What follows belongs to an exercise in optimizing a design on an open flow for small area and a short achievable clock period; a production flow would make more cautious choices.
Only simulation tests tie the RTL to the original design; equivalence was not proved.
Power and IR drop assume default switching activity. No driver is modelled on the clock port, so clocking that relies on it looks cheaper here than on a real chip.

## design/flow/standard.sh

```bash
#!/bin/bash
# synth_recipe.tcl (not shown) runs the flow's synth.tcl, then flattens the netlist and writes it again
# the make line also repeats each setting of config.mk as NAME=value (left out here)
make -C /OpenROAD-flow-scripts/flow DESIGN_CONFIG=/design/flow/config.mk WORK_HOME=/design/flow/orfs CLKGATE_MAP_FILE= SYNTH_SCRIPT=/design/flow/synth_recipe.tcl "${@:-finish}"
```

## design/flow/constraint.sdc

```tcl
create_clock -name core_clock -period 6.5 [get_ports {clk}]
set_input_delay 1.3000 -clock core_clock [delete_from_list [all_inputs] [get_ports {clk}]]
set_output_delay 1.3000 -clock core_clock [all_outputs]
set_load 0.01 [all_outputs]
```

## design/flow/design.v

```verilog
`timescale 1ns/1ps
module register #(
    parameter NUM_STAGES = 2,
    parameter DATA_WIDTH = 2,
    parameter USE_RESET  = 1
)(
    input  wire                  CLK,
    input  wire                  RESET,
    input  wire [DATA_WIDTH-1:0] DIN,
    output wire [DATA_WIDTH-1:0] DOUT
);
genvar i;
generate
if (NUM_STAGES == 0)
begin : pass
    assign DOUT = DIN;
end
else
begin : stages
    reg [NUM_STAGES*DATA_WIDTH-1:0] din_delay;
    for (i=0; i<NUM_STAGES; i=i+1)
    begin : REGISTER_STAGES
        wire [DATA_WIDTH-1:0] prev;
        if (i == 0) begin : first
            assign prev = DIN;
        end else begin : rest
            assign prev = din_delay[(i-1)*DATA_WIDTH+:DATA_WIDTH];
        end
        always @(posedge CLK)
        begin
            if (USE_RESET && RESET)
                din_delay[i*DATA_WIDTH+:DATA_WIDTH] <= 0;
            else
                din_delay[i*DATA_WIDTH+:DATA_WIDTH] <= prev;
        end
    end
    assign DOUT = din_delay[(NUM_STAGES-1)*DATA_WIDTH+:DATA_WIDTH];
end
endgenerate
endmodule
`timescale 1ns/1ps
module macc (
  input  wire                 clk,
  input  wire                 reset,
  input  wire                 enable,
  input  wire                 clear,
  input  wire [ 2 : 0 ]       op_code,
  input  wire [ 15 : 0 ]      op_0,
  input  wire [ 15 : 0 ]      op_1,
  input  wire [ 15 : 0 ]      op_add,
  output wire [ 15 : 0 ]      out
);
  reg  [15:0] a1;
  reg  [7:0] neg1, one1, two1;
  reg  [15:0] add1;
  reg  [1:0] mode1;
  reg  en1, clr1;
  wire [15:0] b = op_code[0] ? op_0 : op_1;
  wire [16:0] bx = {b, 1'b0};
  wire [7:0] neg0, one0, two0;
  genvar g;
  generate for (g = 0; g < 8; g = g + 1) begin : booth
    assign neg0[g] = bx[2*g+2];
    assign one0[g] = bx[2*g+1] ^ bx[2*g];
    assign two0[g] = (bx[2*g+2] & ~bx[2*g+1] & ~bx[2*g]) | (~bx[2*g+2] & bx[2*g+1] & bx[2*g]);
  end endgenerate
  always @(posedge clk) begin
    a1    <= op_0;
    neg1  <= neg0;
    one1  <= one0;
    two1  <= two0;
    add1  <= (op_code[2:1] == 2'b10) ? op_add : 16'd0;
    mode1 <= op_code[2:1];
    en1   <= enable && !reset;
    clr1  <= clear;
  end
  wire pp0_0;
  wire pp0_1;
  wire pp0_2;
  wire pp0_3;
  wire pp0_4;
  wire pp0_5;
  wire pp0_6;
  wire pp0_7;
  wire pp0_8;
  wire pp0_9;
  wire pp0_10;
  wire pp0_11;
  wire pp0_12;
  wire pp0_13;
  wire pp0_14;
  wire pp0_15;
  wire pp1_0;
  wire pp1_1;
  wire pp1_2;
  wire pp1_3;
  wire pp1_4;
  wire pp1_5;
  wire pp1_6;
  wire pp1_7;
  wire pp1_8;
  wire pp1_9;
  wire pp1_10;
  wire pp1_11;
  wire pp1_12;
  wire pp1_13;
  wire pp2_0;
  wire pp2_1;
  wire pp2_2;
  wire pp2_3;
  wire pp2_4;
  wire pp2_5;
  wire pp2_6;
  wire pp2_7;
  wire pp2_8;
  wire pp2_9;
  wire pp2_10;
  wire pp2_11;
  wire pp3_0;
  wire pp3_1;
  wire pp3_2;
  wire pp3_3;
  wire pp3_4;
  wire pp3_5;
  wire pp3_6;
  wire pp3_7;
  wire pp3_8;
  wire pp3_9;
  wire pp4_0;
  wire pp4_1;
  wire pp4_2;
  wire pp4_3;
  wire pp4_4;
  wire pp4_5;
  wire pp4_6;
  wire pp4_7;
  wire pp5_0;
  wire pp5_1;
  wire pp5_2;
  wire pp5_3;
  wire pp5_4;
  wire pp5_5;
  wire pp6_0;
  wire pp6_1;
  wire pp6_2;
  wire pp6_3;
  wire pp7_0;
  wire pp7_1;
  wire t2s1;
  wire t2c2;
  wire t2s3;
  wire t2c4;
  wire t2s5;
  wire t2c6;
  wire t2s7;
  wire t2c8;
  wire t2s9;
  wire t2c10;
  wire t2s11;
  wire t2c12;
  wire t2s13;
  wire t2c14;
  wire t2s15;
  wire t2c16;
  wire t2s17;
  wire t2c18;
  wire t2s19;
  wire t2c20;
  wire t2s21;
  wire t2c22;
  wire t2s23;
  wire t2c24;
  wire t2s25;
  wire t2c26;
  wire t2s27;
  wire t2c28;
  wire t2s29;
  wire t2c30;
  wire t2s31;
  wire t2c32;
  wire t2s33;
  wire t2c34;
  wire t2s35;
  wire t2c36;
  wire t2s37;
  wire t2c38;
  wire t2s39;
  wire t2c40;
  wire t2s41;
  wire t2c42;
  wire t2s43;
  wire t2c44;
  wire t2s45;
  wire t2c46;
  wire t2s47;
  wire t2c48;
  wire t2s49;
  wire t2c50;
  wire t2s51;
  wire t2c52;
  wire t2s53;
  wire t2c54;
  wire t2s55;
  wire t2c56;
  wire t2s57;
  wire t2c58;
  wire t2s59;
  wire t2c60;
  wire t2s61;
  wire t2c62;
  wire t2s63;
  wire t2c64;
  wire t2s65;
  wire t2c66;
  wire t2s67;
  wire t2c68;
  wire t2s69;
  wire t2c70;
  wire t2s71;
  wire t2c72;
  wire t2s73;
  wire t2c74;
  wire t2s75;
  wire t2c76;
  wire t2s77;
  wire t2c78;
  wire t2s79;
  wire t2c80;
  wire t2s81;
  wire t2c82;
  wire t2s83;
  wire t2c84;
  wire t2s85;
  wire t2c86;
  wire t2s87;
  wire t2c88;
  wire t2s89;
  wire t2c90;
  wire t2s91;
  wire t2c92;
  wire t2s93;
  wire t2c94;
  wire t2s95;
  wire t2c96;
  wire t2x97;
  wire t2x98;
  wire t2x99;
  wire t2x100;
  wire t2x101;
  wire t2x102;
  wire t2x103;
  wire t2x104;
  wire t2x105;
  wire t2x106;
  wire t2x107;
  assign pp0_0 = (one1[0] & a1[0]) ^ neg1[0];
  assign pp0_1 = ((one1[0] & a1[1]) | (two1[0] & a1[0])) ^ neg1[0];
  assign pp0_2 = ((one1[0] & a1[2]) | (two1[0] & a1[1])) ^ neg1[0];
  assign pp0_3 = ((one1[0] & a1[3]) | (two1[0] & a1[2])) ^ neg1[0];
  assign pp0_4 = ((one1[0] & a1[4]) | (two1[0] & a1[3])) ^ neg1[0];
  assign pp0_5 = ((one1[0] & a1[5]) | (two1[0] & a1[4])) ^ neg1[0];
  assign pp0_6 = ((one1[0] & a1[6]) | (two1[0] & a1[5])) ^ neg1[0];
  assign pp0_7 = ((one1[0] & a1[7]) | (two1[0] & a1[6])) ^ neg1[0];
  assign pp0_8 = ((one1[0] & a1[8]) | (two1[0] & a1[7])) ^ neg1[0];
  assign pp0_9 = ((one1[0] & a1[9]) | (two1[0] & a1[8])) ^ neg1[0];
  assign pp0_10 = ((one1[0] & a1[10]) | (two1[0] & a1[9])) ^ neg1[0];
  assign pp0_11 = ((one1[0] & a1[11]) | (two1[0] & a1[10])) ^ neg1[0];
  assign pp0_12 = ((one1[0] & a1[12]) | (two1[0] & a1[11])) ^ neg1[0];
  assign pp0_13 = ((one1[0] & a1[13]) | (two1[0] & a1[12])) ^ neg1[0];
  assign pp0_14 = ((one1[0] & a1[14]) | (two1[0] & a1[13])) ^ neg1[0];
  assign pp0_15 = ((one1[0] & a1[15]) | (two1[0] & a1[14])) ^ neg1[0];
  assign pp1_0 = (one1[1] & a1[0]) ^ neg1[1];
  assign pp1_1 = ((one1[1] & a1[1]) | (two1[1] & a1[0])) ^ neg1[1];
  assign pp1_2 = ((one1[1] & a1[2]) | (two1[1] & a1[1])) ^ neg1[1];
  assign pp1_3 = ((one1[1] & a1[3]) | (two1[1] & a1[2])) ^ neg1[1];
  assign pp1_4 = ((one1[1] & a1[4]) | (two1[1] & a1[3])) ^ neg1[1];
  assign pp1_5 = ((one1[1] & a1[5]) | (two1[1] & a1[4])) ^ neg1[1];
  assign pp1_6 = ((one1[1] & a1[6]) | (two1[1] & a1[5])) ^ neg1[1];
  assign pp1_7 = ((one1[1] & a1[7]) | (two1[1] & a1[6])) ^ neg1[1];
  assign pp1_8 = ((one1[1] & a1[8]) | (two1[1] & a1[7])) ^ neg1[1];
  assign pp1_9 = ((one1[1] & a1[9]) | (two1[1] & a1[8])) ^ neg1[1];
  assign pp1_10 = ((one1[1] & a1[10]) | (two1[1] & a1[9])) ^ neg1[1];
  assign pp1_11 = ((one1[1] & a1[11]) | (two1[1] & a1[10])) ^ neg1[1];
  assign pp1_12 = ((one1[1] & a1[12]) | (two1[1] & a1[11])) ^ neg1[1];
  assign pp1_13 = ((one1[1] & a1[13]) | (two1[1] & a1[12])) ^ neg1[1];
  assign pp2_0 = (one1[2] & a1[0]) ^ neg1[2];
  assign pp2_1 = ((one1[2] & a1[1]) | (two1[2] & a1[0])) ^ neg1[2];
  assign pp2_2 = ((one1[2] & a1[2]) | (two1[2] & a1[1])) ^ neg1[2];
  assign pp2_3 = ((one1[2] & a1[3]) | (two1[2] & a1[2])) ^ neg1[2];
  assign pp2_4 = ((one1[2] & a1[4]) | (two1[2] & a1[3])) ^ neg1[2];
  assign pp2_5 = ((one1[2] & a1[5]) | (two1[2] & a1[4])) ^ neg1[2];
  assign pp2_6 = ((one1[2] & a1[6]) | (two1[2] & a1[5])) ^ neg1[2];
  assign pp2_7 = ((one1[2] & a1[7]) | (two1[2] & a1[6])) ^ neg1[2];
  assign pp2_8 = ((one1[2] & a1[8]) | (two1[2] & a1[7])) ^ neg1[2];
  assign pp2_9 = ((one1[2] & a1[9]) | (two1[2] & a1[8])) ^ neg1[2];
  assign pp2_10 = ((one1[2] & a1[10]) | (two1[2] & a1[9])) ^ neg1[2];
  assign pp2_11 = ((one1[2] & a1[11]) | (two1[2] & a1[10])) ^ neg1[2];
  assign pp3_0 = (one1[3] & a1[0]) ^ neg1[3];
  assign pp3_1 = ((one1[3] & a1[1]) | (two1[3] & a1[0])) ^ neg1[3];
  assign pp3_2 = ((one1[3] & a1[2]) | (two1[3] & a1[1])) ^ neg1[3];
  assign pp3_3 = ((one1[3] & a1[3]) | (two1[3] & a1[2])) ^ neg1[3];
  assign pp3_4 = ((one1[3] & a1[4]) | (two1[3] & a1[3])) ^ neg1[3];
  assign pp3_5 = ((one1[3] & a1[5]) | (two1[3] & a1[4])) ^ neg1[3];
  assign pp3_6 = ((one1[3] & a1[6]) | (two1[3] & a1[5])) ^ neg1[3];
  assign pp3_7 = ((one1[3] & a1[7]) | (two1[3] & a1[6])) ^ neg1[3];
  assign pp3_8 = ((one1[3] & a1[8]) | (two1[3] & a1[7])) ^ neg1[3];
  assign pp3_9 = ((one1[3] & a1[9]) | (two1[3] & a1[8])) ^ neg1[3];
  assign pp4_0 = (one1[4] & a1[0]) ^ neg1[4];
  assign pp4_1 = ((one1[4] & a1[1]) | (two1[4] & a1[0])) ^ neg1[4];
  assign pp4_2 = ((one1[4] & a1[2]) | (two1[4] & a1[1])) ^ neg1[4];
  assign pp4_3 = ((one1[4] & a1[3]) | (two1[4] & a1[2])) ^ neg1[4];
  assign pp4_4 = ((one1[4] & a1[4]) | (two1[4] & a1[3])) ^ neg1[4];
  assign pp4_5 = ((one1[4] & a1[5]) | (two1[4] & a1[4])) ^ neg1[4];
  assign pp4_6 = ((one1[4] & a1[6]) | (two1[4] & a1[5])) ^ neg1[4];
  assign pp4_7 = ((one1[4] & a1[7]) | (two1[4] & a1[6])) ^ neg1[4];
  assign pp5_0 = (one1[5] & a1[0]) ^ neg1[5];
  assign pp5_1 = ((one1[5] & a1[1]) | (two1[5] & a1[0])) ^ neg1[5];
  assign pp5_2 = ((one1[5] & a1[2]) | (two1[5] & a1[1])) ^ neg1[5];
  assign pp5_3 = ((one1[5] & a1[3]) | (two1[5] & a1[2])) ^ neg1[5];
  assign pp5_4 = ((one1[5] & a1[4]) | (two1[5] & a1[3])) ^ neg1[5];
  assign pp5_5 = ((one1[5] & a1[5]) | (two1[5] & a1[4])) ^ neg1[5];
  assign pp6_0 = (one1[6] & a1[0]) ^ neg1[6];
  assign pp6_1 = ((one1[6] & a1[1]) | (two1[6] & a1[0])) ^ neg1[6];
  assign pp6_2 = ((one1[6] & a1[2]) | (two1[6] & a1[1])) ^ neg1[6];
  assign pp6_3 = ((one1[6] & a1[3]) | (two1[6] & a1[2])) ^ neg1[6];
  assign pp7_0 = (one1[7] & a1[0]) ^ neg1[7];
  assign pp7_1 = ((one1[7] & a1[1]) | (two1[7] & a1[0])) ^ neg1[7];
  assign t2s1 = add1[0] ^ neg1[0] ^ pp0_0;
  assign t2c2 = (add1[0] & neg1[0]) | (add1[0] & pp0_0) | (neg1[0] & pp0_0);
  assign t2s3 = add1[1] ^ pp0_1 ^ t2c2;
  assign t2c4 = (add1[1] & pp0_1) | (add1[1] & t2c2) | (pp0_1 & t2c2);
  assign t2s5 = add1[2] ^ neg1[1] ^ pp0_2;
  assign t2c6 = (add1[2] & neg1[1]) | (add1[2] & pp0_2) | (neg1[1] & pp0_2);
  assign t2s7 = pp1_0 ^ t2s5 ^ t2c4;
  assign t2c8 = (pp1_0 & t2s5) | (pp1_0 & t2c4) | (t2s5 & t2c4);
  assign t2s9 = add1[3] ^ pp0_3 ^ pp1_1;
  assign t2c10 = (add1[3] & pp0_3) | (add1[3] & pp1_1) | (pp0_3 & pp1_1);
  assign t2s11 = add1[4] ^ neg1[2] ^ pp0_4;
  assign t2c12 = (add1[4] & neg1[2]) | (add1[4] & pp0_4) | (neg1[2] & pp0_4);
  assign t2s13 = pp1_2 ^ pp2_0 ^ t2c10;
  assign t2c14 = (pp1_2 & pp2_0) | (pp1_2 & t2c10) | (pp2_0 & t2c10);
  assign t2s15 = add1[5] ^ pp0_5 ^ pp1_3;
  assign t2c16 = (add1[5] & pp0_5) | (add1[5] & pp1_3) | (pp0_5 & pp1_3);
  assign t2s17 = pp2_1 ^ t2c12 ^ t2s15;
  assign t2c18 = (pp2_1 & t2c12) | (pp2_1 & t2s15) | (t2c12 & t2s15);
  assign t2s19 = add1[6] ^ neg1[3] ^ pp0_6;
  assign t2c20 = (add1[6] & neg1[3]) | (add1[6] & pp0_6) | (neg1[3] & pp0_6);
  assign t2s21 = pp1_4 ^ pp2_2 ^ pp3_0;
  assign t2c22 = (pp1_4 & pp2_2) | (pp1_4 & pp3_0) | (pp2_2 & pp3_0);
  assign t2s23 = t2c16 ^ t2s19 ^ t2s21;
  assign t2c24 = (t2c16 & t2s19) | (t2c16 & t2s21) | (t2s19 & t2s21);
  assign t2s25 = add1[7] ^ pp0_7 ^ pp1_5;
  assign t2c26 = (add1[7] & pp0_7) | (add1[7] & pp1_5) | (pp0_7 & pp1_5);
  assign t2s27 = pp2_3 ^ pp3_1 ^ t2c20;
  assign t2c28 = (pp2_3 & pp3_1) | (pp2_3 & t2c20) | (pp3_1 & t2c20);
  assign t2s29 = t2c22 ^ t2s25 ^ t2c24;
  assign t2c30 = (t2c22 & t2s25) | (t2c22 & t2c24) | (t2s25 & t2c24);
  assign t2s31 = add1[8] ^ neg1[4] ^ pp0_8;
  assign t2c32 = (add1[8] & neg1[4]) | (add1[8] & pp0_8) | (neg1[4] & pp0_8);
  assign t2s33 = pp1_6 ^ pp2_4 ^ pp3_2;
  assign t2c34 = (pp1_6 & pp2_4) | (pp1_6 & pp3_2) | (pp2_4 & pp3_2);
  assign t2s35 = pp4_0 ^ t2c26 ^ t2s31;
  assign t2c36 = (pp4_0 & t2c26) | (pp4_0 & t2s31) | (t2c26 & t2s31);
  assign t2s37 = t2s33 ^ t2c28;
  assign t2c38 = t2s33 & t2c28;
  assign t2s39 = add1[9] ^ pp0_9 ^ pp1_7;
  assign t2c40 = (add1[9] & pp0_9) | (add1[9] & pp1_7) | (pp0_9 & pp1_7);
  assign t2s41 = pp2_5 ^ pp3_3 ^ pp4_1;
  assign t2c42 = (pp2_5 & pp3_3) | (pp2_5 & pp4_1) | (pp3_3 & pp4_1);
  assign t2s43 = t2c32 ^ t2c34 ^ t2s39;
  assign t2c44 = (t2c32 & t2c34) | (t2c32 & t2s39) | (t2c34 & t2s39);
  assign t2s45 = t2s41 ^ t2c36;
  assign t2c46 = t2s41 & t2c36;
  assign t2s47 = add1[10] ^ neg1[5] ^ pp0_10;
  assign t2c48 = (add1[10] & neg1[5]) | (add1[10] & pp0_10) | (neg1[5] & pp0_10);
  assign t2s49 = pp1_8 ^ pp2_6 ^ pp3_4;
  assign t2c50 = (pp1_8 & pp2_6) | (pp1_8 & pp3_4) | (pp2_6 & pp3_4);
  assign t2s51 = pp4_2 ^ pp5_0 ^ t2c40;
  assign t2c52 = (pp4_2 & pp5_0) | (pp4_2 & t2c40) | (pp5_0 & t2c40);
  assign t2s53 = t2c42 ^ t2s47 ^ t2s49;
  assign t2c54 = (t2c42 & t2s47) | (t2c42 & t2s49) | (t2s47 & t2s49);
  assign t2s55 = t2c44 ^ t2s51;
  assign t2c56 = t2c44 & t2s51;
  assign t2s57 = pp0_11 ^ pp1_9 ^ pp2_7;
  assign t2c58 = (pp0_11 & pp1_9) | (pp0_11 & pp2_7) | (pp1_9 & pp2_7);
  assign t2s59 = pp3_5 ^ pp4_3 ^ pp5_1;
  assign t2c60 = (pp3_5 & pp4_3) | (pp3_5 & pp5_1) | (pp4_3 & pp5_1);
  assign t2s61 = t2c48 ^ t2c50 ^ t2s57;
  assign t2c62 = (t2c48 & t2c50) | (t2c48 & t2s57) | (t2c50 & t2s57);
  assign t2s63 = t2s59 ^ t2c52 ^ t2c54;
  assign t2c64 = (t2s59 & t2c52) | (t2s59 & t2c54) | (t2c52 & t2c54);
  assign t2s65 = neg1[6] ^ pp0_12 ^ pp1_10;
  assign t2c66 = (neg1[6] & pp0_12) | (neg1[6] & pp1_10) | (pp0_12 & pp1_10);
  assign t2s67 = pp2_8 ^ pp3_6 ^ pp4_4;
  assign t2c68 = (pp2_8 & pp3_6) | (pp2_8 & pp4_4) | (pp3_6 & pp4_4);
  assign t2s69 = pp5_2 ^ pp6_0 ^ t2c58;
  assign t2c70 = (pp5_2 & pp6_0) | (pp5_2 & t2c58) | (pp6_0 & t2c58);
  assign t2s71 = t2c60 ^ t2s65 ^ t2s67;
  assign t2c72 = (t2c60 & t2s65) | (t2c60 & t2s67) | (t2s65 & t2s67);
  assign t2s73 = t2c62 ^ t2s69;
  assign t2c74 = t2c62 & t2s69;
  assign t2s75 = pp0_13 ^ pp1_11 ^ pp2_9;
  assign t2c76 = (pp0_13 & pp1_11) | (pp0_13 & pp2_9) | (pp1_11 & pp2_9);
  assign t2s77 = pp3_7 ^ pp4_5 ^ pp5_3;
  assign t2c78 = (pp3_7 & pp4_5) | (pp3_7 & pp5_3) | (pp4_5 & pp5_3);
  assign t2s79 = pp6_1 ^ t2c66 ^ t2c68;
  assign t2c80 = (pp6_1 & t2c66) | (pp6_1 & t2c68) | (t2c66 & t2c68);
  assign t2s81 = t2s75 ^ t2s77 ^ t2c70;
  assign t2c82 = (t2s75 & t2s77) | (t2s75 & t2c70) | (t2s77 & t2c70);
  assign t2s83 = t2c72 ^ t2s79;
  assign t2c84 = t2c72 & t2s79;
  assign t2s85 = neg1[7] ^ pp0_14 ^ pp1_12;
  assign t2c86 = (neg1[7] & pp0_14) | (neg1[7] & pp1_12) | (pp0_14 & pp1_12);
  assign t2s87 = pp2_10 ^ pp3_8 ^ pp4_6;
  assign t2c88 = (pp2_10 & pp3_8) | (pp2_10 & pp4_6) | (pp3_8 & pp4_6);
  assign t2s89 = pp5_4 ^ pp6_2 ^ pp7_0;
  assign t2c90 = (pp5_4 & pp6_2) | (pp5_4 & pp7_0) | (pp6_2 & pp7_0);
  assign t2s91 = t2c76 ^ t2c78 ^ t2s85;
  assign t2c92 = (t2c76 & t2c78) | (t2c76 & t2s85) | (t2c78 & t2s85);
  assign t2s93 = t2s87 ^ t2s89 ^ t2c80;
  assign t2c94 = (t2s87 & t2s89) | (t2s87 & t2c80) | (t2s89 & t2c80);
  assign t2s95 = t2s91 ^ t2c84;
  assign t2c96 = t2s91 & t2c84;
  assign t2x97 = pp0_15 ^ pp1_13;
  assign t2x98 = pp2_11 ^ pp3_9;
  assign t2x99 = pp4_7 ^ pp5_5;
  assign t2x100 = pp6_3 ^ pp7_1;
  assign t2x101 = t2x100 ^ t2x97;
  assign t2x102 = t2x98 ^ t2x99;
  assign t2x103 = t2x101 ^ t2x102;
  assign t2x104 = t2c86 ^ t2c88;
  assign t2x105 = t2c90 ^ t2x103;
  assign t2x106 = t2x104 ^ t2x105;
  assign t2x107 = t2c92 ^ t2x106;
  reg  p2_0_0;
  reg  p2_1_0;
  reg  p2_2_0;
  reg  p2_3_0;
  reg  p2_3_1;
  reg  p2_3_2;
  reg  p2_4_0;
  reg  p2_4_1;
  reg  p2_5_0;
  reg  p2_5_1;
  reg  p2_6_0;
  reg  p2_6_1;
  reg  p2_7_0;
  reg  p2_7_1;
  reg  p2_8_0;
  reg  p2_8_1;
  reg  p2_8_2;
  reg  p2_9_0;
  reg  p2_9_1;
  reg  p2_9_2;
  reg  p2_10_0;
  reg  p2_10_1;
  reg  p2_10_2;
  reg  p2_11_0;
  reg  p2_11_1;
  reg  p2_11_2;
  reg  p2_12_0;
  reg  p2_12_1;
  reg  p2_12_2;
  reg  p2_13_0;
  reg  p2_13_1;
  reg  p2_13_2;
  reg  p2_14_0;
  reg  p2_14_1;
  reg  p2_14_2;
  reg  p2_15_0;
  reg  p2_15_1;
  reg  p2_15_2;
  reg  [1:0] mode2;
  reg  en2, clr2;
  reg  [15:11] add2;
  always @(posedge clk) begin
    p2_0_0 <= t2s1;
    p2_1_0 <= t2s3;
    p2_2_0 <= t2s7;
    p2_3_0 <= t2c6;
    p2_3_1 <= t2s9;
    p2_3_2 <= t2c8;
    p2_4_0 <= t2s11;
    p2_4_1 <= t2s13;
    p2_5_0 <= t2c14;
    p2_5_1 <= t2s17;
    p2_6_0 <= t2c18;
    p2_6_1 <= t2s23;
    p2_7_0 <= t2s27;
    p2_7_1 <= t2s29;
    p2_8_0 <= t2s35;
    p2_8_1 <= t2s37;
    p2_8_2 <= t2c30;
    p2_9_0 <= t2s43;
    p2_9_1 <= t2c38;
    p2_9_2 <= t2s45;
    p2_10_0 <= t2s53;
    p2_10_1 <= t2c46;
    p2_10_2 <= t2s55;
    p2_11_0 <= t2s61;
    p2_11_1 <= t2c56;
    p2_11_2 <= t2s63;
    p2_12_0 <= t2s71;
    p2_12_1 <= t2s73;
    p2_12_2 <= t2c64;
    p2_13_0 <= t2c74;
    p2_13_1 <= t2s83;
    p2_13_2 <= t2s81;
    p2_14_0 <= t2c82;
    p2_14_1 <= t2s93;
    p2_14_2 <= t2s95;
    p2_15_0 <= t2x107;
    p2_15_1 <= t2c94;
    p2_15_2 <= t2c96;
    add2  <= add1[15:11];
    mode2 <= mode1;
    en2   <= en1;
    clr2  <= clr1;
  end
  reg  [15:0] accs, accc;
  wire [15:0] dadd_s = mode2[0] ? accs : {add2, 11'd0};
  wire [15:0] dadd_c = mode2[0] ? accc : 16'd0;
  wire t3s108;
  wire t3c109;
  wire t3s110;
  wire t3c111;
  wire t3s112;
  wire t3c113;
  wire t3s114;
  wire t3c115;
  wire t3s116;
  wire t3c117;
  wire t3s118;
  wire t3c119;
  wire t3s120;
  wire t3c121;
  wire t3s122;
  wire t3c123;
  wire t3s124;
  wire t3c125;
  wire t3s126;
  wire t3c127;
  wire t3s128;
  wire t3c129;
  wire t3s130;
  wire t3c131;
  wire t3s132;
  wire t3c133;
  wire t3s134;
  wire t3c135;
  wire t3s136;
  wire t3c137;
  wire t3s138;
  wire t3c139;
  wire t3s140;
  wire t3c141;
  wire t3s142;
  wire t3c143;
  wire t3s144;
  wire t3c145;
  wire t3s146;
  wire t3c147;
  wire t3s148;
  wire t3c149;
  wire t3s150;
  wire t3c151;
  wire t3s152;
  wire t3c153;
  wire t3s154;
  wire t3c155;
  wire t3s156;
  wire t3c157;
  wire t3s158;
  wire t3c159;
  wire t3s160;
  wire t3c161;
  wire t3s162;
  wire t3c163;
  wire t3s164;
  wire t3c165;
  wire t3s166;
  wire t3c167;
  wire t3s168;
  wire t3c169;
  wire t3s170;
  wire t3c171;
  wire t3s172;
  wire t3c173;
  wire t3s174;
  wire t3c175;
  wire t3x176;
  wire t3x177;
  wire t3x178;
  wire t3x179;
  wire t3x180;
  wire t3x181;
  assign t3s108 = p2_0_0 ^ dadd_c[0];
  assign t3c109 = p2_0_0 & dadd_c[0];
  assign t3s110 = p2_1_0 ^ dadd_c[1] ^ dadd_s[1];
  assign t3c111 = (p2_1_0 & dadd_c[1]) | (p2_1_0 & dadd_s[1]) | (dadd_c[1] & dadd_s[1]);
  assign t3s112 = p2_2_0 ^ dadd_c[2] ^ dadd_s[2];
  assign t3c113 = (p2_2_0 & dadd_c[2]) | (p2_2_0 & dadd_s[2]) | (dadd_c[2] & dadd_s[2]);
  assign t3s114 = p2_3_0 ^ p2_3_1 ^ p2_3_2;
  assign t3c115 = (p2_3_0 & p2_3_1) | (p2_3_0 & p2_3_2) | (p2_3_1 & p2_3_2);
  assign t3s116 = dadd_c[3] ^ dadd_s[3] ^ t3s114;
  assign t3c117 = (dadd_c[3] & dadd_s[3]) | (dadd_c[3] & t3s114) | (dadd_s[3] & t3s114);
  assign t3s118 = p2_4_0 ^ p2_4_1 ^ dadd_c[4];
  assign t3c119 = (p2_4_0 & p2_4_1) | (p2_4_0 & dadd_c[4]) | (p2_4_1 & dadd_c[4]);
  assign t3s120 = dadd_s[4] ^ t3c115 ^ t3s118;
  assign t3c121 = (dadd_s[4] & t3c115) | (dadd_s[4] & t3s118) | (t3c115 & t3s118);
  assign t3s122 = p2_5_0 ^ p2_5_1 ^ dadd_c[5];
  assign t3c123 = (p2_5_0 & p2_5_1) | (p2_5_0 & dadd_c[5]) | (p2_5_1 & dadd_c[5]);
  assign t3s124 = dadd_s[5] ^ t3c119 ^ t3s122;
  assign t3c125 = (dadd_s[5] & t3c119) | (dadd_s[5] & t3s122) | (t3c119 & t3s122);
  assign t3s126 = p2_6_0 ^ p2_6_1 ^ dadd_c[6];
  assign t3c127 = (p2_6_0 & p2_6_1) | (p2_6_0 & dadd_c[6]) | (p2_6_1 & dadd_c[6]);
  assign t3s128 = dadd_s[6] ^ t3c123 ^ t3s126;
  assign t3c129 = (dadd_s[6] & t3c123) | (dadd_s[6] & t3s126) | (t3c123 & t3s126);
  assign t3s130 = p2_7_0 ^ p2_7_1 ^ dadd_c[7];
  assign t3c131 = (p2_7_0 & p2_7_1) | (p2_7_0 & dadd_c[7]) | (p2_7_1 & dadd_c[7]);
  assign t3s132 = dadd_s[7] ^ t3c127 ^ t3s130;
  assign t3c133 = (dadd_s[7] & t3c127) | (dadd_s[7] & t3s130) | (t3c127 & t3s130);
  assign t3s134 = p2_8_0 ^ p2_8_1 ^ p2_8_2;
  assign t3c135 = (p2_8_0 & p2_8_1) | (p2_8_0 & p2_8_2) | (p2_8_1 & p2_8_2);
  assign t3s136 = dadd_c[8] ^ dadd_s[8] ^ t3s134;
  assign t3c137 = (dadd_c[8] & dadd_s[8]) | (dadd_c[8] & t3s134) | (dadd_s[8] & t3s134);
  assign t3s138 = t3c131 ^ t3s136;
  assign t3c139 = t3c131 & t3s136;
  assign t3s140 = p2_9_0 ^ p2_9_1 ^ p2_9_2;
  assign t3c141 = (p2_9_0 & p2_9_1) | (p2_9_0 & p2_9_2) | (p2_9_1 & p2_9_2);
  assign t3s142 = dadd_c[9] ^ dadd_s[9] ^ t3c135;
  assign t3c143 = (dadd_c[9] & dadd_s[9]) | (dadd_c[9] & t3c135) | (dadd_s[9] & t3c135);
  assign t3s144 = t3s140 ^ t3c137 ^ t3s142;
  assign t3c145 = (t3s140 & t3c137) | (t3s140 & t3s142) | (t3c137 & t3s142);
  assign t3s146 = p2_10_0 ^ p2_10_1 ^ p2_10_2;
  assign t3c147 = (p2_10_0 & p2_10_1) | (p2_10_0 & p2_10_2) | (p2_10_1 & p2_10_2);
  assign t3s148 = dadd_c[10] ^ dadd_s[10] ^ t3c141;
  assign t3c149 = (dadd_c[10] & dadd_s[10]) | (dadd_c[10] & t3c141) | (dadd_s[10] & t3c141);
  assign t3s150 = t3s146 ^ t3c143 ^ t3s148;
  assign t3c151 = (t3s146 & t3c143) | (t3s146 & t3s148) | (t3c143 & t3s148);
  assign t3s152 = p2_11_0 ^ p2_11_1 ^ p2_11_2;
  assign t3c153 = (p2_11_0 & p2_11_1) | (p2_11_0 & p2_11_2) | (p2_11_1 & p2_11_2);
  assign t3s154 = dadd_c[11] ^ dadd_s[11] ^ t3c147;
  assign t3c155 = (dadd_c[11] & dadd_s[11]) | (dadd_c[11] & t3c147) | (dadd_s[11] & t3c147);
  assign t3s156 = t3s152 ^ t3c149 ^ t3s154;
  assign t3c157 = (t3s152 & t3c149) | (t3s152 & t3s154) | (t3c149 & t3s154);
  assign t3s158 = p2_12_0 ^ p2_12_1 ^ p2_12_2;
  assign t3c159 = (p2_12_0 & p2_12_1) | (p2_12_0 & p2_12_2) | (p2_12_1 & p2_12_2);
  assign t3s160 = dadd_c[12] ^ dadd_s[12] ^ t3c153;
  assign t3c161 = (dadd_c[12] & dadd_s[12]) | (dadd_c[12] & t3c153) | (dadd_s[12] & t3c153);
  assign t3s162 = t3s158 ^ t3c155 ^ t3s160;
  assign t3c163 = (t3s158 & t3c155) | (t3s158 & t3s160) | (t3c155 & t3s160);
  assign t3s164 = p2_13_0 ^ p2_13_1 ^ p2_13_2;
  assign t3c165 = (p2_13_0 & p2_13_1) | (p2_13_0 & p2_13_2) | (p2_13_1 & p2_13_2);
  assign t3s166 = dadd_c[13] ^ dadd_s[13] ^ t3c159;
  assign t3c167 = (dadd_c[13] & dadd_s[13]) | (dadd_c[13] & t3c159) | (dadd_s[13] & t3c159);
  assign t3s168 = t3s164 ^ t3c161 ^ t3s166;
  assign t3c169 = (t3s164 & t3c161) | (t3s164 & t3s166) | (t3c161 & t3s166);
  assign t3s170 = p2_14_0 ^ p2_14_1 ^ p2_14_2;
  assign t3c171 = (p2_14_0 & p2_14_1) | (p2_14_0 & p2_14_2) | (p2_14_1 & p2_14_2);
  assign t3s172 = dadd_c[14] ^ dadd_s[14] ^ t3c165;
  assign t3c173 = (dadd_c[14] & dadd_s[14]) | (dadd_c[14] & t3c165) | (dadd_s[14] & t3c165);
  assign t3s174 = t3s170 ^ t3c167 ^ t3s172;
  assign t3c175 = (t3s170 & t3c167) | (t3s170 & t3s172) | (t3c167 & t3s172);
  assign t3x176 = p2_15_0 ^ p2_15_1;
  assign t3x177 = p2_15_2 ^ t3x176;
  assign t3x178 = dadd_c[15] ^ dadd_s[15];
  assign t3x179 = t3x177 ^ t3c171;
  assign t3x180 = t3x178 ^ t3x179;
  assign t3x181 = t3x180 ^ t3c173;
  wire [15:0] rx = {t3x181, t3c169, t3c163, t3c157, t3c151, t3c145, t3c139, t3c133, t3c129, t3c125, t3c121, t3c117, t3c113, t3c111, t3c109, dadd_s[0]};
  wire [15:0] ry = {t3c175, t3s174, t3s168, t3s162, t3s156, t3s150, t3s144, t3s138, t3s132, t3s128, t3s124, t3s120, t3s116, t3s112, t3s110, t3s108};
  always @(posedge clk) begin
    if (reset || clr2) begin
      accs <= 16'd0;
      accc <= 16'd0;
    end else if (en2) begin
      accs <= rx;
      accc <= ry;
    end
  end
  assign out = accs + accc;
endmodule
module ram
#(
  parameter integer DATA_WIDTH    = 16,
  parameter integer ADDR_WIDTH    = 5
)
(
  input  wire                         clk,
  input  wire                         reset,
  input  wire                         s_read_req,
  input  wire [ ADDR_WIDTH  -1 : 0 ]  s_read_addr,
  output reg  [ DATA_WIDTH  -1 : 0 ]  s_read_data,
  input  wire                         s_write_req,
  input  wire [ ADDR_WIDTH  -1 : 0 ]  s_write_addr,
  input  wire [ DATA_WIDTH  -1 : 0 ]  s_write_data
);
  reg  [ DATA_WIDTH -1 : 0 ] mem [ 0 : (1<<ADDR_WIDTH)-1 ];
  reg  [ ADDR_WIDTH -1 : 0 ] rd_addr;
  reg  [ ADDR_WIDTH -1 : 0 ] wr_addr;
  reg  [ DATA_WIDTH -1 : 0 ] wr_data;
  reg                        rd_addr_v;
  reg                        wr_addr_v;
  always @(posedge clk) begin
    rd_addr_v <= s_read_req && !reset;
    wr_addr_v <= s_write_req && !reset;
    rd_addr   <= s_read_addr;
    wr_addr   <= s_write_addr;
    wr_data   <= s_write_data;
  end
  always @(posedge clk)
    if (wr_addr_v)
      mem[wr_addr] <= wr_data;
  reg  [ DATA_WIDTH -1 : 0 ] rd_mux;
  integer k;
  always @(*) begin
    rd_mux = {DATA_WIDTH{1'b0}};
    for (k = 0; k < (1<<ADDR_WIDTH); k = k + 1)
      rd_mux = rd_mux | (mem[k] & {DATA_WIDTH{rd_addr == k}});
  end
  always @(posedge clk)
    if (reset)
      s_read_data <= 0;
    else if (rd_addr_v)
      s_read_data <= rd_mux;
endmodule
`timescale 1ns/1ps
module fifo
#(
    parameter   DATA_WIDTH          = 16,
    parameter   ADDR_WIDTH          = 4,
    parameter   RAM_DEPTH           = (1 << ADDR_WIDTH)
)(
    input  wire                         clk,
    input  wire                         reset,
    input  wire                         push,
    input  wire                         pop,
    input  wire [ DATA_WIDTH -1 : 0 ]   data_in,
    output reg  [ DATA_WIDTH -1 : 0 ]   data_out
);
reg     [ADDR_WIDTH  :0]        fifo_count;
reg     [DATA_WIDTH-1:0]        mem[0:RAM_DEPTH-1];
wire empty = (fifo_count == 0);
wire full  = fifo_count[ADDR_WIDTH];
wire do_push = push && !full;
wire do_pop  = pop && !empty;
always @ (posedge clk)
begin
  if (reset)
    fifo_count <= 0;
  else if (do_push && !do_pop)
    fifo_count <= fifo_count + 1;
  else if (do_pop && !do_push)
    fifo_count <= fifo_count - 1;
end
integer i;
always @ (posedge clk)
  if (do_push) begin
    mem[0] <= data_in;
    for (i = 1; i < RAM_DEPTH; i = i + 1)
      mem[i] <= mem[i-1];
  end
reg [DATA_WIDTH-1:0] rd_mux;
integer k;
always @(*) begin
  rd_mux = {DATA_WIDTH{1'b0}};
  for (k = 0; k < RAM_DEPTH; k = k + 1)
    rd_mux = rd_mux | (mem[k] & {DATA_WIDTH{fifo_count == k + 1}});
end
always @ (posedge clk)
  if (do_pop)
    data_out <= rd_mux;
endmodule
module activation #(
  parameter OP_WIDTH  = 16
) (
  input  wire                                         clk,
  input  wire                                         enable,
  input  wire        [ OP_WIDTH           -1 : 0 ]    in,
  output wire        [ OP_WIDTH           -1 : 0 ]    out
);
reg [OP_WIDTH-1:0] activation_data;
wire signed [OP_WIDTH-1:0] in_s = in;
always @(posedge clk)
  if (enable)
    activation_data <= (in_s > 0) ? in : {OP_WIDTH{1'b0}};
  else
    activation_data <= in;
assign out = activation_data;
endmodule
`timescale 1ns/1ps
module PE #(
  parameter integer PE_BUF_ADDR_WIDTH   = 5,
  parameter integer OP_WIDTH            = 16,
  parameter integer ACC_WIDTH           = 16,
  parameter         LAYER_NORM          = "NO"
)
(
  input  wire                                         clk,
  input  wire                                         reset,
  input  wire                                         mask,
  input  wire  [ 10+2*PE_BUF_ADDR_WIDTH -1 : 0 ]      ctrl,
  input  wire                                         src_2_sel,
  input  wire  [ OP_WIDTH             -1 : 0 ]        read_data_0,
  input  wire  [ OP_WIDTH             -1 : 0 ]        read_data_1,
  input  wire  [ OP_WIDTH             -1 : 0 ]        read_data_2,
  output wire  [ OP_WIDTH             -1 : 0 ]        lrn_center,
  output wire  [ OP_WIDTH             -1 : 0 ]        write_data,
  output wire  [ OP_WIDTH             -1 : 0 ]        pe_buffer_read_data,
  input  wire                                         pe_neuron_read_req,
  input  wire  [ OP_WIDTH             -1 : 0 ]        pe_neuron_write_data,
  input  wire                                         pe_neuron_write_req,
  input  wire  [ PE_BUF_ADDR_WIDTH    -1 : 0 ]        pe_neuron_write_addr,
  output wire                                         write_valid
);
  localparam integer OP_CODE_WIDTH  = 3;
  wire [ OP_WIDTH           -1 : 0 ]  pe_buffer_write_data;
  wire [ OP_WIDTH           -1 : 0 ]  pe_buffer_read_data_d;
  wire                                src_2_sel_dd;
  wire                                _pe_buffer_write_req;
  wire                                pe_buffer_write_req;
  wire                                pe_buffer_read_req;
  wire                                _pe_buffer_read_req;
  wire                                flush, flush_d;
  wire                                enable;
  wire [ OP_CODE_WIDTH      -1 : 0 ]  op_code;
  wire [ PE_BUF_ADDR_WIDTH  -1 : 0 ]  buf_rd_addr;
  wire [ PE_BUF_ADDR_WIDTH  -1 : 0 ]  _buf_wr_addr;
  wire [ PE_BUF_ADDR_WIDTH  -1 : 0 ]  buf_wr_addr;
  wire [ OP_WIDTH           -1 : 0 ]  conv_out;
  wire                                norm_fifo_push;
  wire                                norm_fifo_pop;
  wire [ OP_WIDTH           -1 : 0 ]  macc_out;
  assign {norm_fifo_push, norm_fifo_pop,
    buf_rd_addr, _buf_wr_addr,
    flush, write_valid, _pe_buffer_write_req, _pe_buffer_read_req, enable, op_code} = ctrl;
  assign pe_buffer_read_req  = _pe_buffer_read_req || pe_neuron_read_req;
  assign pe_buffer_write_req = _pe_buffer_write_req || pe_neuron_write_req;
  assign buf_wr_addr = pe_neuron_write_req ? pe_neuron_write_addr : _buf_wr_addr;
  wire [OP_WIDTH-1:0] macc_op_add = src_2_sel_dd == 0 ?
    read_data_2 : pe_buffer_read_data;
  assign conv_out = !flush_d ? macc_out : pe_buffer_read_data_d;
  register #(.NUM_STAGES(2), .DATA_WIDTH(1)) src_2_delay (
    .CLK(clk), .RESET(reset), .DIN(src_2_sel), .DOUT(src_2_sel_dd));
  register #(.NUM_STAGES(3), .DATA_WIDTH(1)) macc_en_delay (
    .CLK(clk), .RESET(reset), .DIN(flush), .DOUT(flush_d));
  register #(.NUM_STAGES(3), .DATA_WIDTH(OP_WIDTH), .USE_RESET(0)) fifo_out_delay (
    .CLK(clk), .RESET(reset), .DIN(pe_buffer_read_data), .DOUT(pe_buffer_read_data_d));
  macc MACC_pe (
    .clk      ( clk                 ),
    .reset    ( reset               ),
    .enable   ( enable && mask      ),
    .clear    ( !mask               ),
    .op_code  ( op_code             ),
    .op_0     ( read_data_0         ),
    .op_1     ( read_data_1         ),
    .op_add   ( macc_op_add         ),
    .out      ( macc_out            )
  );
  assign pe_buffer_write_data = pe_neuron_write_req ? pe_neuron_write_data : conv_out;
  ram #(
    .DATA_WIDTH               ( OP_WIDTH                 ),
    .ADDR_WIDTH               ( PE_BUF_ADDR_WIDTH        )
  ) pe_buffer (
    .clk                      ( clk                      ),
    .reset                    ( reset                    ),
    .s_write_req              ( pe_buffer_write_req      ),
    .s_write_data             ( pe_buffer_write_data     ),
    .s_write_addr             ( buf_wr_addr              ),
    .s_read_req               ( pe_buffer_read_req       ),
    .s_read_data              ( pe_buffer_read_data      ),
    .s_read_addr              ( buf_rd_addr              )
  );
  activation #(
    .OP_WIDTH                 ( OP_WIDTH                 )
  ) ReLU (
    .clk                      ( clk                      ),
    .enable                   ( 1'b0                     ),
    .in                       ( conv_out                 ),
    .out                      ( write_data               )
  );
  fifo #(
    .DATA_WIDTH               ( OP_WIDTH                 ),
    .ADDR_WIDTH               ( 4                        )
  ) norm_fifo (
    .clk                      ( clk                      ),
    .reset                    ( reset                    ),
    .push                     ( norm_fifo_push           ),
    .pop                      ( norm_fifo_pop            ),
    .data_in                  ( read_data_0              ),
    .data_out                 ( lrn_center               )
  );
endmodule
```

## design/flow/flow/run.sh

```bash
#!/bin/bash
set -e
export BUFFER_PORTS_ARGS="-buffer_cell sky130_fd_sc_hd__buf_1"
export CTS_ARGS="-sink_clustering_enable -repair_clock_nets -sink_clustering_size 28 -sink_clustering_max_diameter 80 -dont_use_dummy_load"
bash standard.sh > standard.log 2>&1
```

## design/flow/config.mk

```make
export PLATFORM = sky130hd
export DESIGN_NAME = PE
export DESIGN_NICKNAME = PE
export VERILOG_FILES = /design/flow/design.v
export SDC_FILE = /design/flow/constraint.sdc
export NUM_CORES = 4
export LEC_CHECK = 0
export ABC_CLOCK_PERIOD_IN_PS = 2800
export CAP_MARGIN = 20
export CORE_MARGIN = 2
export CORE_UTILIZATION = 78
export SETUP_SLACK_MARGIN = 4.0
export SLEW_MARGIN = 20
```

==> flow_metrics.py, run 1 <==
metrics = {
    "layout": {
        "nNetsFinal": 2994,
        "layoutNonFillerInstCount": 3470,
        "flow.area_growth_from_synthesis_pct": 9.13,
        "layout.filler_cells": 2182,
        "postLayoutCoreUtil_pct": 86.5,
        "mostFrequentLayoutCells": "sky130_fd_sc_hd__edfxtp_1, sky130_fd_sc_hd__a22oi_1, sky130_fd_sc_hd__dfxtp_1",
        "layout_commonest_cell": "sky130_fd_sc_hd__edfxtp_1",
        "fraction_of_layout_cells_with_a_size_suffix_above_1_pct": 13.6,
    },
    "setup_path": {
        "worst-r2r-cell-count": 7,
        "critPathMaxFanout": 27,
        "timing.critical_path.cells": "nand3_2, nor2_4, buf_4, a22oi_1, nand2_1, nor3_1, a311oi_1",
        "reg2reg_from": "pe_buffer.rd_addr[4]",
        "worstPathRequired_ns": 7.00,
        "kind_of_cell_adding_the_most_delay_to_the_critical_path": "simple AND/OR/NAND/NOR gates",
        "crit_path_start_kind": "flip-flop",
        "timing.rr.end": "pe_buffer.s_read_data[1]",
        "slowest_stage": "sky130_fd_sc_hd__dfxtp_4",
        "cp_data_arrival_time_ns": 3.13,
        "endpoint_kind": "flip-flop",
        "critPathMaxStageDelay_ns": 0.60,
        "worstSetupPathType": "reg -> reg",
        "critPathBufInv": 1,
        "ff2ff_setup_slack_ns": 3.87,
    },
    "power_and_ir_drop": {
        "design_power_total_mw": 14.1,
        "switchingPower_mw": 3.92,
        "power.switching_fraction_pct": 27.8,
        "share_seq_of_total_power_pct": 61.1,
        "power_per_cell_area_nw_per_um2": 324,
        "max-vdd-ir-drop_uv": 300,
        "power.share.combinational_pct": 17.0,
        "clockPowerShare_pct": 21.9,
        "leakagePower_nw": 15.0,
        "cell_internal_pwr_mw": 10.2,
    },
    "sta": {
        "setup_viol": 0,
        "rsz0062_at_grt": "yes",
        "slew_viol_final": 0,
        "period_needed_ns": 2.63,
        "slew_headroom_pct": 22.7,
        "skew_ns": 0.0636,
        "worst_slew_pin_slew_ns": 1.16,
        "timing.final.crit_share_pct": 40.4,
        "fin_ws_ns": 3.87,
        "report.final.hold_viol_count": 0,
        "fmax_mhz": 380,
        "finalSetupTns_ns": 0,
    },
    "place": {
        "portBuffers": 141,
        "pre_cts_ws_ns": 2.70,
        "post-dp-hpwl_mm": 69.0,
        "gp_congestion": 0.913,
        "post-place-cells": 3364,
    },
    "worst_hold_path": {
        "worst_hold_startpoint": "fifo_out_delay.stages.din_delay[29]",
        "cell_depth_of_the_worst_min_delay_path": 0,
        "min_delay_worst_endpoint": "fifo_out_delay.stages.din_delay[45]",
        "timing.hold.worst.class": "reg -> reg",
    },
    "floorplan": {
        "die_width_um": 230,
        "boundaryPins": 144,
        "placeableCoreArea_um2": 50300,
        "initial_core_util_pct": 79.3,
        "die_height_um": 230,
        "dieArea_um2": 52900,
        "num_rows": 82,
    },
    "detailed_routing": {
        "drt_iter0_markers": 5076,
        "route.detailed.vias_per_inst": 7.44,
        "drt_pre_antenna_iters": 8,
        "remaining_drc_errors": 0,
        "antenna_violating_nets_post_route": 0,
        "detail_route.wl_per_cell_um": 33.3,
        "detail_route.wirelength_mm": 115,
        "via_count": 25800,
    },
    "clock_network": {
        "tritoncts": "done",
        "cts_buffer_depth": 3,
        "cts_sinks": 1038,
        "clkLatencyLatePin_ns": 0.65,
        "cts_hold_repair.buffers": 0,
        "cts.reportedPaths.clkPinSlew_ns": 0.11,
        "cts_buffers": 43,
        "maximum_level_of_the_cts_h_tree": 2,
        "cts_root_buffer": "sky130_fd_sc_hd__clkbuf_16",
    },
    "synth": {
        "ys_seq_area_share_pct": 71.8,
        "mapped_cell_area_um2": 39900,
        "syn-num-nets": 2818,
        "postSynthRegisterBits": 1038,
        "synthesis.area_per_instance_um2": 15.2,
        "synth_cell_types": 71,
        "synth-main-ff-cell": "sky130_fd_sc_hd__edfxtp_1",
        "fraction_of_registers_with_async_set_reset_pct": 0,
        "syn_inst": 2620,
        "yosysWarningCount": 8,
        "synth_edf_count": 784,
    },
    "run": {
        "cap_violations": 0,
    },
    "grt": {
        "grt_usage_pct": 43.4,
        "grt.overflow.total": 0,
        "grt_pass1_wl_mm": 165,
        "grt_max_degree": 99,
        "grt_antenna_before_repair": 9,
        "first_global_vias": 25200,
    },
    "outcome": {
        "outcome": "complete, no violations",
    },
}
==> cell usage after synthesis, drive strengths merged, types with 5 or more instances <==
master | n | area, um2
a211oi | 19 | 143
a21o | 8 | 60.1
a21oi | 30 | 150
a221oi | 19 | 166
a222oi | 33 | 330
a22o | 21 | 184
a22oi | 319 | 2390
a311oi | 5 | 43.8
a31oi | 7 | 43.8
and2 | 10 | 62.6
and3 | 16 | 100
buf | 60 | 304
clkbuf | 71 | 267
dfxtp | 254 | 5080
edfxtp | 784 | 23500
fa | 74 | 1480
ha | 29 | 363
inv | 104 | 390
mux2 | 22 | 248
mux2i | 70 | 701
nand2 | 148 | 563
nand2b | 10 | 62.6
nand3 | 31 | 160
nand3b | 8 | 63.8
nand4 | 41 | 257
nor2 | 164 | 668
nor2b | 16 | 100
nor3 | 31 | 175
nor4 | 10 | 62.6
o21a | 6 | 45.0
o21ai | 30 | 150
o31ai | 7 | 52.6
or2 | 5 | 31.3
or3 | 5 | 31.3
xnor2 | 69 | 604
xor2 | 34 | 298
==> power groups by stage <==
stage          Sequential [mW]  Combinational [mW]  Clock (mW)
3_5_place_dp              8.71                2.21           0
4_1_cts                   8.57                2.29        3.04
3_3_place_gp              8.66                2.10           0
2_1_floorplan             8.46                1.56           0
6_report                  8.60                2.40        3.08
5_1_grt                   8.65                2.64        3.24
==> registers in the layout (all words and copies together) (netlist names), 8 cells and up <==
register,cells
norm_fifo.mem,256
MACC_pe.two1,8
pe_buffer.s_read_data,16
pe_buffer.mem,512
MACC_pe.a1,16
MACC_pe.neg1,8
ReLU.activation_data,16
fifo_out_delay.stages.din_delay,48
norm_fifo.data_out,16
MACC_pe.accc,16
MACC_pe.one1,8
MACC_pe.add1,16
MACC_pe.accs,15
pe_buffer.wr_data,16
==> per-stage QoR <==
step / hold slack [ns] / cell area (um2)
floorplan: 0.310 / 39900
global placement: 0.310 / 41300
detailed placement: 0.312 / 41300
CTS: 0.337 / 43000
global route: 0.340 / 43500
finish: 0.336 / 43500
==> repair_timing <==
action | 4_1_cts | 5_1_grt
setup buffers | 27 | 32
resized for setup | 127 | 61
pin swaps | 8 | 11
setup endpoints to repair | 286 | 248
==> worst max path at each step <==
stage / start / to / slack, ns / cells after the start
2_1_floorplan: ctrl[19] / norm_fifo.fifo_count[2] / 0.11 / 5
3_3_place_gp: ctrl[19] / norm_fifo.mem[3][0] / 2.85 / 4
3_5_place_dp: ctrl[19] / norm_fifo.mem[4][0] / 2.70 / 4
4_1_cts: ctrl[6] / write_valid / 3.90 / 0
5_1_grt: pe_buffer.rd_addr[0] / pe_buffer.s_read_data[3] / 3.88 / 7
6_report: pe_buffer.rd_addr[4] / pe_buffer.s_read_data[1] / 3.87 / 7
==> cells by family (layout without fill, tap and decap cells) <==
family	after synthesis	after routing	share of synthesized area [%]
flops	1038	1038	71.8
compound gates	531	531	10.0
simple gates	517	517	6.44
buf+inv	235	409	2.41
xor+xnor	104	104	2.32
fa+ha+maj	103	103	4.63
mux	92	92	2.38
other cells	0	4	0
==> per-layer routing <==
layer | track usage (%) | vias to the layer above | wire [um]
met5 | 0 | - | 34
met4 | 27.8 | 6 | 9220
met3 | 11.1 | 634 | 16700
met2 | 67.2 | 2526 | 53000
met1 | 55.4 | 12400 | 36500
li1 | - | 10300 | -
==> cell type report <==
type                    count  area, um2  share of cell area, %
diodes                      4       10.0                 0.0230
clock buffers              43       1080                   2.47
inverters                 104        390                  0.897
multi-input cells        1347      10700                   24.6
flip-flops and latches   1038      28800                   66.2
well taps                 672        841                   1.93
repair buffers            262       1700                   3.91
==> inputs of run 2 (changes only) <==
--- a/design/flow/config.mk
+++ b/design/flow/config.mk
@@ -9,5 +9,5 @@
 export CAP_MARGIN = 20
 export CORE_MARGIN = 2
-export CORE_UTILIZATION = 78
+export CORE_UTILIZATION = 60
 export SETUP_SLACK_MARGIN = 4.0
 export SLEW_MARGIN = 20
==> flow_metrics.py, run 2 <==
metrics = {
    "synth": {
        "synth-compound-area-share_pct": 10.0,
        "synth_common_cells": "sky130_fd_sc_hd__edfxtp_1, sky130_fd_sc_hd__a22oi_1, sky130_fd_sc_hd__dfxtp_1",
        "syn_inst": 2620,
        "synthSimpleGateAreaFrac_pct": 6.44,
        "synth_edf_count": 784,
        "post-synth-top-area-fraction_pct": 59.1,
        "combinational_family_with_the_most_area_after_synthesis": "compound AO/OA/AOI/OAI gates",
        "mapped_cell_area_um2": 39900,
        "synth-main-ff-cell": "sky130_fd_sc_hd__edfxtp_1",
        "fraction_of_registers_with_async_set_reset_pct": 0,
        "synth_xor_area_share_pct": 2.32,
        "yosysWarningCount": 8,
        "syn-num-nets": 2818,
        "synth.mux.area_fraction_pct": 2.38,
        "synth.area.top_cells": "sky130_fd_sc_hd__edfxtp_1, sky130_fd_sc_hd__dfxtp_1, sky130_fd_sc_hd__a22oi_1, sky130_fd_sc_hd__fa_1, sky130_fd_sc_hd__mux2i_1",
        "synthesis.area_per_instance_um2": 15.2,
        "synth.largest_area_cell": "sky130_fd_sc_hd__edfxtp_1",
        "most_frequently_used_cell_type_in_the_post_synthesis_netlist": "sky130_fd_sc_hd__edfxtp_1",
        "ys_seq_area_share_pct": 71.8,
        "postSynthRegisterBits": 1038,
        "synth-adder-area-share_pct": 4.63,
        "synth_cell_types": 71,
    },
    "power_and_ir_drop": {
        "clockPowerShare_pct": 22.4,
        "power.switching_fraction_pct": 27.5,
        "share_seq_of_total_power_pct": 60.6,
        "cell_internal_pwr_mw": 10.2,
        "power.share.combinational_pct": 17.0,
        "power_per_cell_area_nw_per_um2": 323,
        "max-vdd-ir-drop_uv": 332,
        "leakagePower_nw": 14.9,
        "switchingPower_mw": 3.88,
    },
    "floorplan": {
        "initial_core_util_pct": 60.6,
        "placeableCoreArea_um2": 65700,
        "num_rows": 94,
        "boundaryPins": 144,
        "die_width_um": 262,
        "dieArea_um2": 68500,
        "die_height_um": 262,
    },
    "sta": {
        "finalSetupTns_ns": 0,
        "skew_ns": 0.0641,
        "report.final.hold_viol_count": 0,
        "rsz0062_at_grt": "yes",
        "slew_viol_final": 0,
        "fmax_mhz": 385,
        "setup_viol": 0,
        "period_needed_ns": 2.60,
        "worst_slew_pin_slew_ns": 1.05,
        "slew_headroom_pct": 29.7,
        "timing.final.crit_share_pct": 40.0,
    },
    "detailed_routing": {
        "detail_route.wirelength_mm": 115,
        "remaining_drc_errors": 0,
        "antenna_violating_nets_post_route": 0,
        "via_count": 24000,
        "detail_route.wl_per_cell_um": 31.4,
        "drt_iter0_markers": 3300,
        "drt_pre_antenna_iters": 6,
        "route.detailed.vias_per_inst": 6.58,
    },
    "place": {
        "dpl-instance-area_um2": 41600,
        "portBuffers": 141,
        "post-dp-hpwl_mm": 70.3,
        "gp_congestion": 0.880,
    },
    "setup_path": {
        "worstPathRequired_ns": 5.20,
        "worst_setup_path_startpoint": "ctrl[6]",
        "reg2reg_from": "MACC_pe.a1[10]",
        "cp_data_arrival_time_ns": 1.30,
        "ff2ff_setup_slack_ns": 3.96,
        "path_depth": 0,
        "critPathMaxFanout": 1,
        "crit_path_start_kind": "input pin",
        "endpoint_kind": "output port",
        "worst-r2r-cell-count": 9,
        "worstSetupPathType": "in -> out",
    },
    "grt": {
        "grt.overflow.total": 0,
        "grt_max_degree": 152,
        "grt_pass1_wl_mm": 161,
        "first_global_vias": 23300,
        "grt_antenna_before_repair": 3,
        "grt_usage_pct": 33.2,
    },
    "layout": {
        "largest_register_ffs": 512,
        "largest-register": "pe_buffer.mem",
        "layout_commonest_cell": "sky130_fd_sc_hd__edfxtp_1",
        "largestRegisters": "pe_buffer.mem: 512 flops, norm_fifo.mem: 256 flops, fifo_out_delay.stages.din_delay: 48 flops",
        "nNetsFinal": 2978,
        "fraction_of_layout_cells_with_a_size_suffix_above_1_pct": 13.3,
        "post-route-cell-area_um2": 43500,
        "flow.area_growth_from_synthesis_pct": 9.22,
        "mostFrequentLayoutCells": "sky130_fd_sc_hd__edfxtp_1, sky130_fd_sc_hd__a22oi_1, sky130_fd_sc_hd__dfxtp_1",
    },
    "run": {
        "cap_violations": 0,
    },
    "clock_network": {
        "maximum_level_of_the_cts_h_tree": 2,
        "cts_buffers": 45,
        "cts.reportedPaths.clkPinSlew_ns": 0.11,
        "clkLatencyLatePin_ns": 0.65,
        "cts_buffer_depth": 3,
        "cts_hold_repair.buffers": 0,
        "cts_root_buffer": "sky130_fd_sc_hd__clkbuf_16",
        "tritoncts": "done",
        "cts_sinks": 1038,
    },
    "outcome": {
        "outcome": "complete, no violations",
    },
    "worst_hold_path": {
        "cell_depth_of_the_worst_min_delay_path": 0,
        "worst_hold_startpoint": "fifo_out_delay.stages.din_delay[8]",
        "timing.hold.worst.class": "reg -> reg",
    },
}
==> run 2: cell counts after synthesis <==
No cell type changed its count.
==> run 2: final timing paths <==
path / to
setup / recovery: write_valid
hold / removal: fifo_out_delay.stages.din_delay[24]
setup reg to reg: MACC_pe.p2_15_0
hold reg to reg: fifo_out_delay.stages.din_delay[24]
==> run 2: per-layer routing <==
metal	up-vias	track usage [%]	share of wire (%)
met5	-	0	0.020
met4	4	15.8	5.0
met3	261	4.55	8.7
met2	1371	55.2	49
li1	10200	-	-
met1	12100	43.6	37
==> run 2: repair_timing <==
action	in CTS	in global routing
cloned	1	0
buffers inserted	26	19
setup endpoints to repair	297	75
pin swaps	3	11
endpoints found under the hold margin	0	0
resized for setup	128	34
==> run 2: final cells by class <==
class / instances / area, um2
multi-input cells: 1348 / 10700
flip-flops and latches: 1038 / 28800
repair buffers: 243 / 1440
well taps: 864 / 1080
diodes: 3 / 7.51
fillers: 4682 / 22200
inverters: 104 / 390
clock buffers: 45 / 1130
==> run 2: through the flow <==
step | hold WS (ns) | utilization (%) | total power, mW | instances | worst slack [ns]
3_3_place_gp | 0.310 | 63.3 | 10.9 | 3551 | 3.07
5_1_grt | 0.338 | 66.2 | 14.7 | 3643 | 3.85
4_1_cts | 0.332 | 65.8 | 14.1 | 3623 | 3.90
2_1_floorplan | 0.310 | - | 10.0 | 2620 | 0.115
6_report | 0.332 | 66.2 | 14.1 | 3645 | 3.90
3_5_place_dp | 0.312 | 63.3 | 10.9 | 3551 | 3.02
==> run 2: power groups by stage <==
| stage | clock network, mW | registers [mW] | logic (mW) |
|---|---|---|---|
| 2_1_floorplan | 0 | 8.46 | 1.56 |
| 3_3_place_gp | 0 | 8.65 | 2.21 |
| 3_5_place_dp | 0 | 8.67 | 2.27 |
| 4_1_cts | 3.19 | 8.53 | 2.36 |
| 5_1_grt | 3.39 | 8.61 | 2.68 |
| 6_report | 3.15 | 8.54 | 2.39 |
==> run 2: kinds of logic (layout without fill, tap and decap cells) <==
logic type,after synthesis,after routing
simple gates,517,518
mux,92,92
xor+xnor,104,104
buf+inv,235,392
other cells,0,3
compound gates,531,531
fa+ha+maj,103,103
flops,1038,1038
==> inputs of run 3 (changes only) <==
==> design/flow/flow/run.sh (replaced) <==
#!/bin/bash
set -e
export BUFFER_PORTS_ARGS="-buffer_cell sky130_fd_sc_hd__buf_1"
export CTS_ARGS="-sink_clustering_enable -repair_clock_nets -sink_clustering_size 31 -sink_clustering_max_diameter 80 -dont_use_dummy_load"
bash standard.sh > standard.log 2>&1
--- a/design/flow/config.mk
+++ b/design/flow/config.mk
@@ -9,5 +9,5 @@
 export CAP_MARGIN = 20
 export CORE_MARGIN = 2
-export CORE_UTILIZATION = 60
+export CORE_UTILIZATION = 70
 export SETUP_SLACK_MARGIN = 4.0
 export SLEW_MARGIN = 20
==> flow_metrics.py, run 3 <==
metrics = {
    "synth": {
        "synth.mux.area_fraction_pct": 2.38,
        "postSynthRegisterBits": 1038,
        "fraction_of_registers_with_async_set_reset_pct": 0,
        "ys_seq_area_share_pct": 71.8,
        "synth-main-ff-cell": "sky130_fd_sc_hd__edfxtp_1",
        "synthSimpleGateAreaFrac_pct": 6.44,
        "synth-compound-area-share_pct": 10.0,
        "synthesis.area_per_instance_um2": 15.2,
        "synth.area.top_cells": "sky130_fd_sc_hd__edfxtp_1, sky130_fd_sc_hd__dfxtp_1, sky130_fd_sc_hd__a22oi_1, sky130_fd_sc_hd__fa_1, sky130_fd_sc_hd__mux2i_1",
        "synth_cell_types": 71,
        "mapped_cell_area_um2": 39900,
        "synth.largest_area_cell": "sky130_fd_sc_hd__edfxtp_1",
        "post-synth-top-area-fraction_pct": 59.1,
        "synth-adder-area-share_pct": 4.63,
        "synth_edf_count": 784,
        "combinational_family_with_the_most_area_after_synthesis": "compound AO/OA/AOI/OAI gates",
        "most_frequently_used_cell_type_in_the_post_synthesis_netlist": "sky130_fd_sc_hd__edfxtp_1",
        "syn-num-nets": 2818,
        "yosysWarningCount": 8,
        "synth_xor_area_share_pct": 2.32,
        "syn_inst": 2620,
        "synth_common_cells": "sky130_fd_sc_hd__edfxtp_1, sky130_fd_sc_hd__a22oi_1, sky130_fd_sc_hd__dfxtp_1",
    },
    "sta": {
        "finalSetupTns_ns": 0,
        "rsz0062_at_grt": "yes",
        "report.final.hold_viol_count": 0,
        "fmax_mhz": 385,
        "setup_viol": 0,
        "skew_ns": 0.0361,
        "slew_viol_final": 0,
        "period_needed_ns": 2.60,
        "hold_ws_ns": 0.310,
        "worst_slew_pin_slew_ns": 1.15,
        "timing.final.crit_share_pct": 40.0,
        "slew_headroom_pct": 23.1,
    },
    "detailed_routing": {
        "via_count": 24300,
        "route.detailed.vias_per_inst": 6.88,
        "drt_iter0_markers": 4158,
        "detail_route.wirelength_mm": 109,
        "detail_route.wl_per_cell_um": 30.8,
        "antenna_violating_nets_post_route": 0,
        "remaining_drc_errors": 0,
        "drt_pre_antenna_iters": 8,
    },
    "floorplan": {
        "die_width_um": 243,
        "num_rows": 87,
        "initial_core_util_pct": 70.7,
        "boundaryPins": 144,
        "placeableCoreArea_um2": 56400,
        "dieArea_um2": 58900,
        "die_height_um": 243,
    },
    "place": {
        "post-dp-hpwl_mm": 67.0,
        "gp_congestion": 0.947,
        "dpl-instance-area_um2": 41500,
        "portBuffers": 141,
        "post-place-cells": 3449,
    },
    "layout": {
        "layout.filler_cells": 3387,
        "largestRegisters": "pe_buffer.mem: 512 flops, norm_fifo.mem: 256 flops, fifo_out_delay.stages.din_delay: 48 flops",
        "flow.area_growth_from_synthesis_pct": 8.52,
        "nNetsFinal": 2968,
        "largest-register": "pe_buffer.mem",
        "post-route-cell-area_um2": 43300,
        "fraction_of_layout_cells_with_a_size_suffix_above_1_pct": 12.8,
        "layout_commonest_cell": "sky130_fd_sc_hd__edfxtp_1",
        "layoutNonFillerInstCount": 3526,
        "mostFrequentLayoutCells": "sky130_fd_sc_hd__edfxtp_1, sky130_fd_sc_hd__a22oi_1, sky130_fd_sc_hd__dfxtp_1",
        "largest_register_ffs": 512,
    },
    "clock_network": {
        "cts_buffer_depth": 3,
        "cts_buffers": 40,
        "maximum_level_of_the_cts_h_tree": 2,
        "tritoncts": "done",
        "clkLatencyLatePin_ns": 0.61,
        "cts_root_buffer": "sky130_fd_sc_hd__clkbuf_16",
        "cts_sinks": 1038,
        "cts.reportedPaths.clkPinSlew_ns": 0.11,
    },
    "setup_path": {
        "worstSetupPathType": "in -> out",
        "worstPathRequired_ns": 5.20,
        "critPathMaxFanout": 1,
        "cp_data_arrival_time_ns": 1.30,
        "reg2reg_from": "MACC_pe.neg1[1]",
        "endpoint_kind": "output port",
        "crit_path_start_kind": "input pin",
        "worst_setup_path_startpoint": "ctrl[6]",
    },
    "worst_hold_path": {
        "timing.hold.worst.class": "reg -> reg",
        "worst_hold_startpoint": "fifo_out_delay.stages.din_delay[25]",
    },
    "power_and_ir_drop": {
        "power_per_cell_area_nw_per_um2": 321,
        "max-vdd-ir-drop_uv": 257,
        "leakagePower_nw": 14.8,
    },
    "run": {
        "cap_violations": 0,
    },
    "grt": {
        "first_global_vias": 23500,
        "grt_max_degree": 99,
        "grt_usage_pct": 36.7,
        "grt.overflow.total": 0,
        "grt_pass1_wl_mm": 157,
        "grt_antenna_before_repair": 2,
    },
    "outcome": {
        "outcome": "complete, no violations",
    },
}
-- run 3: per-stage QoR --
stage / setup slack, ns / util [%] / power, mW
floorplan: 0.115 / - / 10.0
CTS: 3.90 / 76.0 / 13.8
finish: 3.90 / 76.7 / 13.9
detailed placement: 3.08 / 73.5 / 10.9
global route: 3.85 / 76.7 / 14.5
global placement: 3.09 / 73.5 / 10.8
-- run 3: path summary, 6_finish.rpt --
check,end,slack [ns],cells past startpoint
setup / recovery,write_valid,3.90,0
hold / removal,fifo_out_delay.stages.din_delay[41],0.31,0
setup reg to reg,MACC_pe.p2_15_0,3.96,8
hold reg to reg,fifo_out_delay.stages.din_delay[41],0.31,0
-- run 3: area by class of cell --
cell class	count	area [um2]	share of cell area (%)
diodes	2	5.00	0.0116
clock buffers	40	1000	2.31
inverters	104	394	0.911
multi-input cells	1347	10700	24.8
flip-flops and latches	1038	28800	66.5
well taps	756	946	2.19
repair buffers	239	1420	3.28
-- run 3: kinds of logic after synthesis --
group,count (synthesis)
buffers and inverters,235
and+or+nand+nor,517
AOI/OAI and AO/OA,531
xor gates and xnor gates,104
adders and majority gates,103
DFF,1038
muxes,92
-- run 3: per-layer routing --
metal / vias up / track usage, % / wire (um)
li1: 10200 / - / -
met1: 12000 / 49.9 / 38700
met2: 1731 / 59.7 / 52100
met3: 306 / 5.51 / 12200
met4: 2 / 16.8 / 5620
met5: - / 0 / 20
-- run 3: report_power, final --
group          switching [mW]  total, mW  internal, mW  leakage, nW
sequential              0.526       8.54          8.02         9.42
clock                    1.83       2.95          1.12        0.493
combinational            1.44       2.40         0.959         4.89
total                    3.80       13.9          10.1         14.8
-- run 3: repair_timing --
| action | 4_1_cts | 5_1_grt |
|---|---|---|
| pin swaps | 1 | 13 |
| gates cloned | 1 | 0 |
| setup buffers | 14 | 20 |
| setup endpoints to repair | 269 | 146 |
| gates resized for setup | 108 | 62 |
| hold buffers | 0 | 0 |

Re-timed with assumed drivers on the ports (clkbuf_16 on the clock, buf_2 on other inputs), run 3 has 3.859 ns of setup slack against 3.900 ns with ideal ports, and 3.441 ns once port delays also move by the mid clock arrival of 0.657 ns.
